Background: an optimization exercise with open tools, aiming at small area and a short achievable clock period. Do not read the settings as production practice.
In this exercise RTL edits were held to simulation tests only and were not proved equivalent to the original.
Power and IR drop assume default switching activity.

## job 2659
==> flow/design.v (excerpt) <==
module mac (
    input  logic clk,
    input  logic rst,
    input  logic signed [15:0] a_in,
    input  logic signed [15:0] b_in,
    input  logic acc_clear,
    output logic acc_out_valid,
    output logic signed [34:0] acc_out
);
logic [15:0] a_r;
logic [7:0] one_r, two_r, neg_r;
wire  [16:0] bx = {b_in, 1'b0};
integer k;
always_ff @(posedge clk) begin
    for (k = 0; k < 8; k = k + 1) begin
        one_r[k] <= bx[2*k+1] ^ bx[2*k];
        two_r[k] <= (bx[2*k+2] & ~bx[2*k+1] & ~bx[2*k]) | (~bx[2*k+2] & bx[2*k+1] & bx[2*k]);
        neg_r[k] <= bx[2*k+2];
    end
    a_r <= rst ? 16'd0 : a_in;
end
wire [17:0] ax = {a_r[15], a_r, 1'b0};
wire [16:0] pp0;
wire [16:0] pp1;
wire [16:0] pp2;
wire [16:0] pp3;
wire [16:0] pp4;
wire [16:0] pp5;
wire [16:0] pp6;
wire [16:0] pp7;
genvar gi, gj;
generate for (gj = 0; gj < 8; gj = gj + 1) begin : g_pp
    for (gi = 0; gi < 17; gi = gi + 1) begin : g_bit
        wire v = (one_r[gj] & ax[gi+1]) | (two_r[gj] & ax[gi]);
        if (gj == 0) assign pp0[gi] = v ^ neg_r[0];
        if (gj == 1) assign pp1[gi] = v ^ neg_r[1];
        if (gj == 2) assign pp2[gi] = v ^ neg_r[2];
        if (gj == 3) assign pp3[gi] = v ^ neg_r[3];
        if (gj == 4) assign pp4[gi] = v ^ neg_r[4];
        if (gj == 5) assign pp5[gi] = v ^ neg_r[5];
        if (gj == 6) assign pp6[gi] = v ^ neg_r[6];
        if (gj == 7) assign pp7[gi] = v ^ neg_r[7];
    end
end endgenerate
logic [34:0] acc_s;
logic [16:0] acc_cr;
wire  [34:0] acc_c;
logic [1:0] t;
wire hold = acc_out_valid & ~acc_clear;
wire [34:0] acc_in_s = acc_clear ? 35'd0 : acc_s;
wire [34:0] acc_in_c = acc_clear ? 35'd0 : acc_c;
assign acc_c = {acc_cr[16], 1'b0, acc_cr[15], 1'b0, acc_cr[14], 1'b0, acc_cr[13], 1'b0, acc_cr[12], 1'b0, acc_cr[11], 1'b0, acc_cr[10], 1'b0, acc_cr[9], 1'b0, acc_cr[8], 1'b0, acc_cr[7], 1'b0, acc_cr[6], 1'b0, acc_cr[5], 1'b0, acc_cr[4], 1'b0, acc_cr[3], 1'b0, acc_cr[2], 1'b0, acc_cr[1], 1'b0, acc_cr[0], 1'b0, 1'b0};
  ...
clock: 7.5 ns
lec_check: 0
cap_margin: 20
core_margin: 2
core_utilization: 40
setup_slack_margin: 4.5
slew_margin: 20
synth_hierarchical: 1
synth_minimum_keep_size: 0
run.sh (not shown) runs the stock make flow with config.mk's settings and CLKGATE_MAP_FILE= SYNTH_SCRIPT=/design/flow/synth_recipe.tcl, a recipe that flattens the netlist after the stock synthesis.
Looking at the reports, job 2659 completed the entire flow and the layout it produced met the timing, DRC and antenna checks.
Input-level comparison between job 3599 and job 2659:
==> flow/flow/run.sh (new file) <==
#!/bin/bash
# Standard ORFS layout (the standard.sh, standard synthesis unchanged); the only
# difference is the cell used for the port buffers that buffer_ports inserts.
set -euo pipefail
export BUFFER_PORTS_ARGS="-buffer_cell sky130_fd_sc_hd__buf_2"
bash standard.sh > standard_flow.log 2>&1
==> flow/standard.sh (new file) <==
#!/bin/bash
# synth_recipe.tcl (not shown) runs the flow's synth.tcl, then flattens the netlist and writes it again
# the make line also repeats each setting of config.mk as NAME=value (left out here)
make -C /OpenROAD-flow-scripts/flow DESIGN_CONFIG=/design/flow/config.mk WORK_HOME=/design/flow/orfs CLKGATE_MAP_FILE= SYNTH_SCRIPT=/design/flow/synth_recipe.tcl "${@:-finish}"
-- flow/config.mk --
<<< job 2659, line 15
>>> job 3599, line 15
export TNS_END_PERCENT = 20
removed: flow/run.sh
==> comparison <==
- Combinational cell power, job 3599 and job 2659: larger value in job 2659
- Compared job 3599 against job 2659; worst hold slack within noise.
- Higher fraction of final layout cells sized beyond drive strength 1 was reported by job 2659, not job 3599.
- Compared with job 2659, job 3599 shows a total power that is about 9% lower.
The following lists how job 8541 was set up differently from job 3599:
-- flow/config.mk --
<<< job 3599, line 15
export TNS_END_PERCENT = 20
>>> job 8541, line 15
export TNS_END_PERCENT = 0
Looking only at non-clock buffer total of the final layout, and setting everything else aside, the higher value of job 3599 and job 8541 goes to job 3599.
Final critical delay including setup and external delays in job 8541 is 0.049 ns lower than in job 3599
Sum of routed wire length over all layers | job 8541 below job 3599
Job 8541 against job 3599; via count is down slightly.
Looking at amount of wire on met3 after detailed routing, job 8541 sits about 0.5% below job 3599.
Maximum frequency in job 8541 is about 1.1% higher than in job 3599
Taking job 3599 as the reference, in job 8541 total routing resource utilization after global routing shows an increase of 0.31 points, cell-internal power shows a reduction of about 7.4%.
#### Input delta (job 1504 over job 8541)
-- flow/config.mk --
<<< job 8541, line 12
export SLEW_MARGIN = 20
>>> job 1504, line 12
export SLEW_MARGIN = 60
<<< job 8541, line 15
export TNS_END_PERCENT = 0
>>> job 1504, line 15
export TNS_END_PERCENT = 30
--- outcome ---
On job 1504: via count of the routed design is about 2.4% higher than what job 8541 gave. Between job 1504 and job 8541, the count of non-filler cells in the finished layout is higher for job 1504. From job 8541 to job 1504, synthesized cell count did not move at all. The post-route cell area in job 1504 is 1.08 times that in job 8541. Changes observed in job 1504 relative to job 8541: clock share of power went down 0.4 points, via count of the first global-routing pass went up 124, area added between synthesis and finish increased by 9.1 points relative to the old numbers. Looking at startpoint of the most critical setup path, the one_r[2]$_DFF_P_ result is from job 8541; the a_r[14]$_SDFF_PP0_ one comes from job 1504.

---

## oak
Starting RTL as in the previous note.
==> flow/config.mk <==
export PLATFORM = sky130hd
export DESIGN_NAME = mac
export DESIGN_NICKNAME = mac
export VERILOG_FILES = /design/flow/design.v
export SDC_FILE = /design/flow/constraint.sdc
export NUM_CORES = 4
export LEC_CHECK = 0
export CAP_MARGIN = 20
export CORE_MARGIN = 2
export CORE_UTILIZATION = 40
export SETUP_SLACK_MARGIN = 3.5
export SLEW_MARGIN = 20
export SYNTH_HIERARCHICAL = 1
export SYNTH_MINIMUM_KEEP_SIZE = 0
export TNS_END_PERCENT = 100
==> flow/constraint.sdc <==
create_clock -name core_clock -period 7.5 [get_ports {clk}]
set_input_delay 1.5000 -clock core_clock [delete_from_list [all_inputs] [get_ports {clk}]]
set_output_delay 1.5000 -clock core_clock [all_outputs]
set_load 0.01 [all_outputs]
standard.sh (not shown) runs the stock make flow with config.mk's settings and CLKGATE_MAP_FILE= SYNTH_SCRIPT=/design/flow/synth_recipe.tcl, a recipe that flattens the netlist after the stock synthesis.
==> flow/flow/run.sh <==
#!/bin/bash
# Standard ORFS layout (the standard.sh, standard synthesis unchanged); the only
# difference is the cell used for the port buffers that buffer_ports inserts.
set -euo pipefail
export BUFFER_PORTS_ARGS="-buffer_cell sky130_fd_sc_hd__buf_2"
bash standard.sh > standard_flow.log 2>&1
oak: full flow OK, the timing, DRC and antenna checks passed
The inputs of pine differ from those of oak as listed below.
==> flow/run.sh (new file) <==
#!/bin/bash
# synth_recipe.tcl (not shown) runs the flow's synth.tcl, then flattens the netlist and writes it again
# the make line also repeats each setting of config.mk as NAME=value (left out here)
make -C /OpenROAD-flow-scripts/flow DESIGN_CONFIG=/design/flow/config.mk WORK_HOME=/design/flow/orfs CLKGATE_MAP_FILE= SYNTH_SCRIPT=/design/flow/synth_recipe.tcl finish
--- a/flow/config.mk
+++ b/flow/config.mk
@@ -10,3 +10,3 @@
 export CORE_UTILIZATION = 40
-export SETUP_SLACK_MARGIN = 3.5
+export SETUP_SLACK_MARGIN = 4.5
 export SLEW_MARGIN = 20
@@ -14,2 +14,2 @@
 export SYNTH_MINIMUM_KEEP_SIZE = 0
-export TNS_END_PERCENT = 100
+export TNS_END_PERCENT = 0
removed: flow/flow/run.sh
removed: flow/standard.sh
Notes after the runs:
Minimum period implied by the final worst setup slack: pine higher than oak
Relative to oak, the final cell count of pine is lower by 2.7%.
Looking at combinational group share of total power, pine sits 0.4 points below oak.

---

Another version of the RTL of mac (not shown whole).
For scale: ~1100 cells after synthesis, roughly 110 flip-flops, ~71 I/O pins, ~0.011 mm2 of cells after synthesis.
// mac
module mac (
    input  logic clk,
    input  logic rst,
    input  logic signed [15:0] a_in,
    input  logic signed [15:0] b_in,
    input  logic acc_clear,
    output logic acc_out_valid,
    output logic signed [34:0] acc_out
);
clock: 7.5 ns
lec_check: 0
cap_margin: 20
core_margin: 2
core_utilization: 40
setup_slack_margin: 4.0
slew_margin: 60
synth_hierarchical: 1
synth_minimum_keep_size: 0
tns_end_percent: 0
==> flow/flow/run.sh <==
#!/bin/bash
# Standard ORFS layout (the standard.sh, standard synthesis unchanged); the only
# difference is the cell used for the port buffers that buffer_ports inserts.
set -euo pipefail
export BUFFER_PORTS_ARGS="-buffer_cell sky130_fd_sc_hd__buf_2"
bash standard.sh > standard_flow.log 2>&1
Rerun with:
SETUP_SLACK_MARGIN = 4.5   (was 4.0)
- routed wire length does not change
- power is unchanged
- clock skew stays the same
- area after synthesis is unchanged
- global-route usage does not change
- core utilization does not change
- count of clock-buffer cells in the layout stays the same
- combinational power barely changes
- design area is unchanged

==> what the ideal ports hide <==
In the flow no input, the clock included, has a driving cell. The finished layouts below were timed again as built, in two steps. Step 1, drivers: a clkbuf_16 drives clk and a buf_2 each remaining input, both assumed. Step 2 times the ports against the registers' clock, not the clock port: input delays grow and output delays shrink by t, the midpoint of the rising clock arrivals with the driver on. Slacks: ideal / step 1 / step 2; pairs: ideal / step 1.
run | t, ns | slack for setup (ns) | hold slack, ns | clock arrival spread, ns | worst slew at a driven data input, ns
job 2659 | 0.394 | 3.219 / 3.219 / 3.064 | 0.477 / 0.477 / 0.477 | 0.013 / 0.013 | 0.09
job 3599 | 0.405 | 3.183 / 3.183 / 3.055 | 0.477 / 0.477 / 0.477 | 0.008 / 0.008 | 0.03
job 8541 | 0.404 | 3.232 / 3.232 / 3.077 | 0.471 / 0.471 / 0.471 | 0.009 / 0.010 | 0.03
job 1504 | 0.412 | 3.218 / 3.218 / 3.179 | 0.460 / 0.460 / 0.460 | 0.013 / 0.013 | 0.04
oak | 0.405 | 3.218 / 3.218 / 2.958 | 0.470 / 0.470 / 0.470 | 0.012 / 0.012 | 0.04
pine | 0.401 | 3.213 / 3.210 / 3.084 | 0.469 / 0.469 / 0.469 | 0.010 / 0.011 | 0.03
the first run of note 3 | 0.413 | 3.704 / 3.674 / 3.355 | 0.475 / 0.475 / 0.475 | 0.012 / 0.013 | 0.04
the second run of note 3 | 0.413 | 3.704 / 3.674 / 3.355 | 0.475 / 0.475 / 0.475 | 0.012 / 0.013 | 0.04
After both steps every run listed still meets setup and hold.
